Background: an optimization exercise with open tools, aiming at small area. Do not read the settings as production practice.
Only simulation tests tie the RTL to the original design; equivalence was not proved.
The clock input has no modelled driver; a real chip could not lean on it and would need a root buffer or a full tree.
Power and IR drop assume default switching activity.

// metro
module metro(
input clk,
input rst,
input sw1,
input sw2,
input sw3,
input sw4,
input sw5,
input sw6,
input swyon1,
input swyon2,
output AB1,
output AB2,
output AB3,
output AB4,
output AB5,
output AB6,
output CD1,
output CD2,
output CD3,
output CD4,
output CD5,
output CD6,
output CD7,
output CD8,
output CD9,
output CD10,
output [6:0] seg,
output [3:0] an
    );
reg [4:0] q;
reg [6:0] h;
wire tick2 = q[4] & ~q[3];
wire tick1 = ~q[4] & q[3] & (h == 7'd50);
always @(posedge clk) begin
    if (rst) begin
        q <= 5'b01111;
        h <= 7'd0;
    end else begin
        q <= {q[3:0], ~q[4]};
        if (tick2) h <= (h[6] & h[5] & h[1] & h[0]) ? 7'd0 : h + 7'd1;
    end
end
wire [1:0] count = h[1:0];
reg [1:0] sc;
reg [2:0] s3;
wire init = s3[2] & s3[0];
always @(posedge clk) begin
    if (rst) begin
        sc <= 2'd0;
        s3 <= 3'd5;
    end else if (tick1) begin
        sc <= sc + 2'd1;
  ...
For scale: roughly 250 cells after synthesis, ~35 flip-flops, roughly 37 I/O pins, about 0.0017 mm² of cells after synthesis.
Settings: LEC_CHECK=0, ABC_AREA=1, CAP_MARGIN=20, CORE_MARGIN=2, CORE_UTILIZATION=45, SLEW_MARGIN=20; clock period 10.0 ns.
standard.sh (not shown) runs the stock make flow with config.mk's settings and CLKGATE_MAP_FILE= SYNTH_SCRIPT=/design/flow/synth_recipe.tcl, a recipe that flattens the netlist after the stock synthesis.
==> flow/flow/run.sh <==
#!/bin/bash
# Layout flow: the standard ORFS flow, with
#  - synthesis: ORFS's own script (same register names), but without the
#    half/full-adder extraction and with an area-oriented ABC script
#  - port buffers of the smallest buffer cell
#  - one clock buffer driving all registers instead of a buffer tree
# Each tool's full output goes to a log file in the work folder.
set -euo pipefail
W=$(pwd)
F=$W/flow
# synthesis script: the reference script, with abc calls redirected to flow/area.abc
{
  echo 'proc synth {args} { yosys synth -nofsm -noshare {*}$args }'
  cat "$F/abc_wrap.tcl"
  sed -n '2,$p' "$W/synth_recipe.tcl"
} > "$W/own_synth.tcl"
export OWN_ABC_SCRIPT="$F/area.abc"
bash "$W/standard.sh" SYNTH_SCRIPT="$W/own_synth.tcl" ADDER_MAP_FILE= \
  "BUFFER_PORTS_ARGS=-buffer_cell sky130_fd_sc_hd__buf_1" \
  "CTS_ARGS=-sink_clustering_enable -repair_clock_nets -dont_use_dummy_load -buf_list {sky130_fd_sc_hd__clkbuf_4} -root_buf sky130_fd_sc_hd__clkbuf_4" \
  "POST_CTS_TCL=$F/one_clock_buffer.tcl" \
  finish > "$W/own_flow_make.log" 2>&1
==> flow/flow/one_clock_buffer.tcl <==
# POST_CTS hook: drive every register clock pin from one clock buffer
# (sky130_fd_sc_hd__clkbuf_16) fed by the clock port, in place of the
# buffer tree that clock_tree_synthesis built for this small design.
set block [ord::get_db_block]
set master [[ord::get_db] findMaster sky130_fd_sc_hd__clkbuf_16]
set clk_net [[$block findBTerm clk] getNet]
set old_insts {}
set old_nets {}
foreach inst [$block getInsts] {
  if {[string match "clkbuf_*" [$inst getName]] &&
      [string match "sky130_fd_sc_hd__clkbuf_*" [[$inst getMaster] getName]]} {
    lappend old_insts $inst
    set on [[$inst findITerm X] getNet]
    if {$on ne "NULL"} { lappend old_nets $on }
  }
}
set sinks {}
foreach net [concat [list $clk_net] $old_nets] {
  foreach it [$net getITerms] {
    if {[lsearch -exact $old_insts [$it getInst]] < 0} { lappend sinks $it }
  }
}
puts "one_clock_buffer: [llength $old_insts] tree buffers, [llength $sinks] clock sinks"
set new_net [odb::dbNet_create $block clknet_one]
$new_net setSigType CLOCK
set buf [odb::dbInst_create $block $master clkbuf_one]
set sx 0
set sy 0
foreach it $sinks {
  set inst [$it getInst]
  set loc [$inst getLocation]
  set sx [expr {$sx + [lindex $loc 0]}]
  set sy [expr {$sy + [lindex $loc 1]}]
  $it disconnect
  $it connect $new_net
}
foreach inst $old_insts { odb::dbInst_destroy $inst }
foreach net $old_nets { odb::dbNet_destroy $net }
[$buf findITerm A] connect $clk_net
[$buf findITerm X] connect $new_net
set n [llength $sinks]
$buf setLocation [expr {$sx / $n}] [expr {$sy / $n}]
$buf setPlacementStatus PLACED
detailed_placement
check_placement -verbose
estimate_parasitics -placement
report_check_types -max_slew -max_capacitance -violators
Other scripts of this flow, unchanged in this note and not shown: flow/flow/abc_wrap.tcl, flow/flow/area.abc
Then changed:
--- a/flow/flow/run.sh
+++ b/flow/flow/run.sh
@@ -6 +6 @@
-#  - one clock buffer driving all registers instead of a buffer tree
+#  - a clock tree without dummy loads
@@ -21 +20,0 @@
-  "POST_CTS_TCL=$F/one_clock_buffer.tcl" \
removed: flow/flow/one_clock_buffer.tcl
Result: Critical path depth stays the same; routed wire length rose by 2.9%; total power rose by 7.0%; synthesized area does not change; worst hold slack loses 0.0086 ns; worst setup slack barely changes; global-route usage rose by 1.5 points; clock skew rose by 0.021 ns; via count rose by 1.5%; synthesized cell count does not change; fmax barely changes.
The clock cells of the first run of this note come from the design's own scripts or RTL, not from TritonCTS.

* * *

Setup of the reference run:
Another version of the RTL of metro (not shown whole).
Size: ~35 flip-flops.
==> flow/design.v (excerpt) <==
module metro(
input clk,
input rst,
input sw1,
input sw2,
input sw3,
input sw4,
input sw5,
input sw6,
input swyon1,
input swyon2,
output AB1,
output AB2,
output AB3,
output AB4,
output AB5,
output AB6,
output CD1,
output CD2,
output CD3,
output CD4,
output CD5,
output CD6,
output CD7,
output CD8,
output CD9,
output CD10,
output [6:0] seg,
output [3:0] an
    );
reg [4:0] q;
reg [6:0] h;
wire tick2 = q[4] & ~q[3];
wire tick1 = ~q[4] & q[3] & (h == 7'd50);
always @(posedge clk) begin
    if (rst) begin
        q <= 5'b01111;
        h <= 7'd0;
    end else begin
        q <= {q[3:0], ~q[4]};
        if (tick2) h <= (h[6] & h[5] & h[1] & h[0]) ? 7'd0 : h + 7'd1;
    end
end
wire [1:0] count = h[1:0];
reg [1:0] sc;
reg [2:0] s3;
wire init = s3[2] & s3[0];
always @(posedge clk) begin
    if (rst) begin
        sc <= 2'd0;
        s3 <= 3'd5;
    end else if (tick1) begin
        sc <= sc + 2'd1;
        s3 <= s3[2] ? {2'b00, s3[0]} : s3 + 3'd1;
    end
end
wire step = tick1 & s3[2] & ~s3[0];
reg [1:0] ph;
reg [2:0] sg;
reg [2:0] wt;       
reg yonel;
wire none = ph[1] & ph[0];
  ...
==> flow/config.mk <==
export PLATFORM = sky130hd
export DESIGN_NAME = metro
export DESIGN_NICKNAME = metro
export VERILOG_FILES = /design/flow/design.v
export SDC_FILE = /design/flow/constraint.sdc
export NUM_CORES = 4
export LEC_CHECK = 0
export ABC_AREA = 1
export CAP_MARGIN = 20
export CORE_MARGIN = 2
export CORE_UTILIZATION = 60
export SLEW_MARGIN = 20
==> flow/constraint.sdc <==
create_clock -name core_clock -period 10.0 [get_ports {clk}]
set_input_delay 2.0000 -clock core_clock [delete_from_list [all_inputs] [get_ports {clk}]]
set_output_delay 2.0000 -clock core_clock [all_outputs]
set_load 0.01 [all_outputs]
==> flow/flow/run.sh <==
#!/bin/bash
# Layout flow: the standard ORFS flow, with
#  - synthesis: ORFS's own script (same register names), but without the
#    half/full-adder extraction and with an area-oriented ABC script
#  - port buffers of the smallest buffer cell
#  - a clock tree without dummy loads
# Each tool's full output goes to a log file in the work folder.
set -euo pipefail
W=$(pwd)
F=$W/flow
# synthesis script: the reference script, with abc calls redirected to flow/area.abc
{
  echo 'proc synth {args} { yosys synth -nofsm -noshare {*}$args }'
  cat "$F/abc_wrap.tcl"
  sed -n '2,$p' "$W/synth_recipe.tcl"
} > "$W/own_synth.tcl"
export OWN_ABC_SCRIPT="$F/area.abc"
bash "$W/standard.sh" SYNTH_SCRIPT="$W/own_synth.tcl" ADDER_MAP_FILE= \
  "BUFFER_PORTS_ARGS=-buffer_cell sky130_fd_sc_hd__buf_1" \
  "CTS_ARGS=-sink_clustering_enable -sink_clustering_size 50 -sink_clustering_max_diameter 300 -repair_clock_nets -dont_use_dummy_load -buf_list {sky130_fd_sc_hd__clkbuf_8 sky130_fd_sc_hd__clkbuf_16} -root_buf sky130_fd_sc_hd__clkbuf_8" \
  finish > "$W/own_flow_make.log" 2>&1
==> flow/flow/abc_wrap.tcl <==
# Route ORFS's abc call through an area-oriented script: keep the liberty and
# dont_use arguments, drop the speed constraints.
proc abc {args} {
  set keep {}
  for {set i 0} {$i < [llength $args]} {incr i} {
    set a [lindex $args $i]
    if {$a eq "-liberty" || $a eq "-dont_use"} {
      lappend keep $a [lindex $args [expr {$i + 1}]]
      incr i
    } elseif {$a eq "-script" || $a eq "-constr" || $a eq "-D"} {
      incr i
    } else {
      lappend keep $a
    }
  }
  yosys abc -script $::env(OWN_ABC_SCRIPT) {*}$keep
}
==> flow/flow/area.abc <==
strash
&get -n
&deepsyn -T 60
&put
dch -f
amap
diff inputs: the reference run => the trial run
--- a/flow/flow/run.sh
+++ b/flow/flow/run.sh
@@ -18,4 +18,4 @@
 bash "$W/standard.sh" SYNTH_SCRIPT="$W/own_synth.tcl" ADDER_MAP_FILE= \
   "BUFFER_PORTS_ARGS=-buffer_cell sky130_fd_sc_hd__buf_1" \
-  "CTS_ARGS=-sink_clustering_enable -sink_clustering_size 50 -sink_clustering_max_diameter 300 -repair_clock_nets -dont_use_dummy_load -buf_list {sky130_fd_sc_hd__clkbuf_8 sky130_fd_sc_hd__clkbuf_16} -root_buf sky130_fd_sc_hd__clkbuf_8" \
+  "CTS_ARGS=-sink_clustering_enable -repair_clock_nets -dont_use_dummy_load -buf_list {sky130_fd_sc_hd__clkbuf_4 sky130_fd_sc_hd__clkbuf_8}" \
   finish > "$W/own_flow_make.log" 2>&1
==> flow/flow/area.abc <==
strash
&get -n
&deepsyn -T 60
&put
dch -f
map -a
Results
- Compared with the reference run, in the trial run clock skew increased 0.014 ns; part of the power in combinational logic increased 1.3 points.
- The clock latency on the worst-skew pair of the trial run exceeds that of the reference run by 0.07 ns.

* * *

Another version of the RTL of metro (not shown whole).
Size: roughly 400 cells after synthesis, roughly 36 flip-flops.
// metro
module metro(
input clk,
input rst,
input sw1,
input sw2,
input sw3,
input sw4,
input sw5,
input sw6,
input swyon1,
input swyon2,
output AB1,
output AB2,
output AB3,
output AB4,
output AB5,
output AB6,
output CD1,
output CD2,
output CD3,
output CD4,
output CD5,
output CD6,
output CD7,
output CD8,
output CD9,
output CD10,
output [6:0] seg,
output [3:0] an
    );
clock: 10.0 ns
lec_check: 0
abc_area: 1
cap_margin: 20
core_margin: 2
core_utilization: 60
slew_margin: 20
run.sh (not shown) runs the stock make flow with config.mk's settings and CLKGATE_MAP_FILE= SYNTH_SCRIPT=/design/flow/synth_recipe.tcl, a recipe that flattens the netlist after the stock synthesis.
Stock flow here: none of the scripts above is used.
Next try:
==> flow/flow/run.sh (new file) <==
#!/bin/bash
# Layout flow: the standard ORFS flow, with
#  - synthesis: ORFS's own script (same register names), but without the
#    half/full-adder extraction and with an area-oriented ABC script
#  - port buffers of the smallest buffer cell
#  - a clock tree without dummy loads
# Each tool's full output goes to a log file in the work folder.
set -euo pipefail
W=$(pwd)
F=$W/flow
# synthesis script: the reference script, with abc calls redirected to flow/area.abc
{
  echo 'proc synth {args} { yosys synth -nofsm -noshare {*}$args }'
  cat "$F/abc_wrap.tcl"
  sed -n '2,$p' "$W/synth_recipe.tcl"
} > "$W/own_synth.tcl"
export OWN_ABC_SCRIPT="$F/area.abc"
bash "$W/standard.sh" SYNTH_SCRIPT="$W/own_synth.tcl" ADDER_MAP_FILE= \
  "BUFFER_PORTS_ARGS=-buffer_cell sky130_fd_sc_hd__buf_1" \
  "CTS_ARGS=-sink_clustering_enable -repair_clock_nets -dont_use_dummy_load -buf_list {sky130_fd_sc_hd__clkbuf_4 sky130_fd_sc_hd__clkbuf_8}" \
  finish > "$W/own_flow_make.log" 2>&1
==> flow/flow/abc_wrap.tcl (new file) <==
# Route ORFS's abc call through an area-oriented script: keep the liberty and
# dont_use arguments, drop the speed constraints.
proc abc {args} {
  set keep {}
  for {set i 0} {$i < [llength $args]} {incr i} {
    set a [lindex $args $i]
    if {$a eq "-liberty" || $a eq "-dont_use"} {
      lappend keep $a [lindex $args [expr {$i + 1}]]
      incr i
    } elseif {$a eq "-script" || $a eq "-constr" || $a eq "-D"} {
      incr i
    } else {
      lappend keep $a
    }
  }
  yosys abc -script $::env(OWN_ABC_SCRIPT) {*}$keep
}
==> flow/flow/area.abc (new file) <==
strash
&get -n
&deepsyn -T 60
&put
dch -f
map -a
==> flow/standard.sh (new file) <==
#!/bin/bash
# synth_recipe.tcl (not shown) runs the flow's synth.tcl, then flattens the netlist and writes it again
# the make line also repeats each setting of config.mk as NAME=value (left out here)
make -C /OpenROAD-flow-scripts/flow DESIGN_CONFIG=/design/flow/config.mk WORK_HOME=/design/flow/orfs CLKGATE_MAP_FILE= SYNTH_SCRIPT=/design/flow/synth_recipe.tcl "${@:-finish}"
removed: flow/run.sh
The changed run went through all stages and came out clean.
Power decreases by 19%.
Setup slack gets better by 0.42 ns.
Synthesized area falls by 29%.
Final area fell by 34%.
Routed wire length shrinks by 30%.
Hold slack improved by 0.0060 ns.
Count of clock-buffer cells in the layout stays the same.
Sequential power is about the same.
Non-clock buffer count stays the same.
Clock power is lower by 39%.

## static timing again, ports no longer ideal
No port has a modelled driver above. Below, the same layouts with a new extraction and two added sets of constraints.
Step 1 sets driving cells, clkbuf_16 on the clock port and buf_2 on the other inputs (assumed; they add their load-dependent delay and slew).
Step 2, shift: input delay + t, output delay - t, t = (earliest + latest rising clock arrival at the registers) / 2. This alone moves slack from input paths to output paths.
a / b / c = ideal ports / drivers / drivers and shift; a / b = the first two.
run	shift t [ns]	slack for setup (ns)	slew at the worst register clock pin (ns)	worst slew at a driven data input, ns
the first run of note 1	0.201	5.081 / 5.049 / 5.049	0.12 / 0.12	0.03
the second run of note 1	0.354	5.084 / 5.051 / 5.051	0.11 / 0.11	0.03
the reference run	0.301	5.129 / 5.106 / 5.106	0.07 / 0.07	0.03
the trial run	0.361	5.261 / 5.242 / 5.242	0.11 / 0.11	0.03
the first run of note 3	0.327	4.602 / 4.579 / 4.579	0.07 / 0.07	0.03
the second run of note 3	0.344	5.019 / 5.021 / 4.677	0.10 / 0.10	0.03
After both steps setup and hold are still met in every run listed. For the second run of note 3, which loses most, drivers alone change the setup slack by +0.002 ns; drivers and shift together by -0.342 ns.
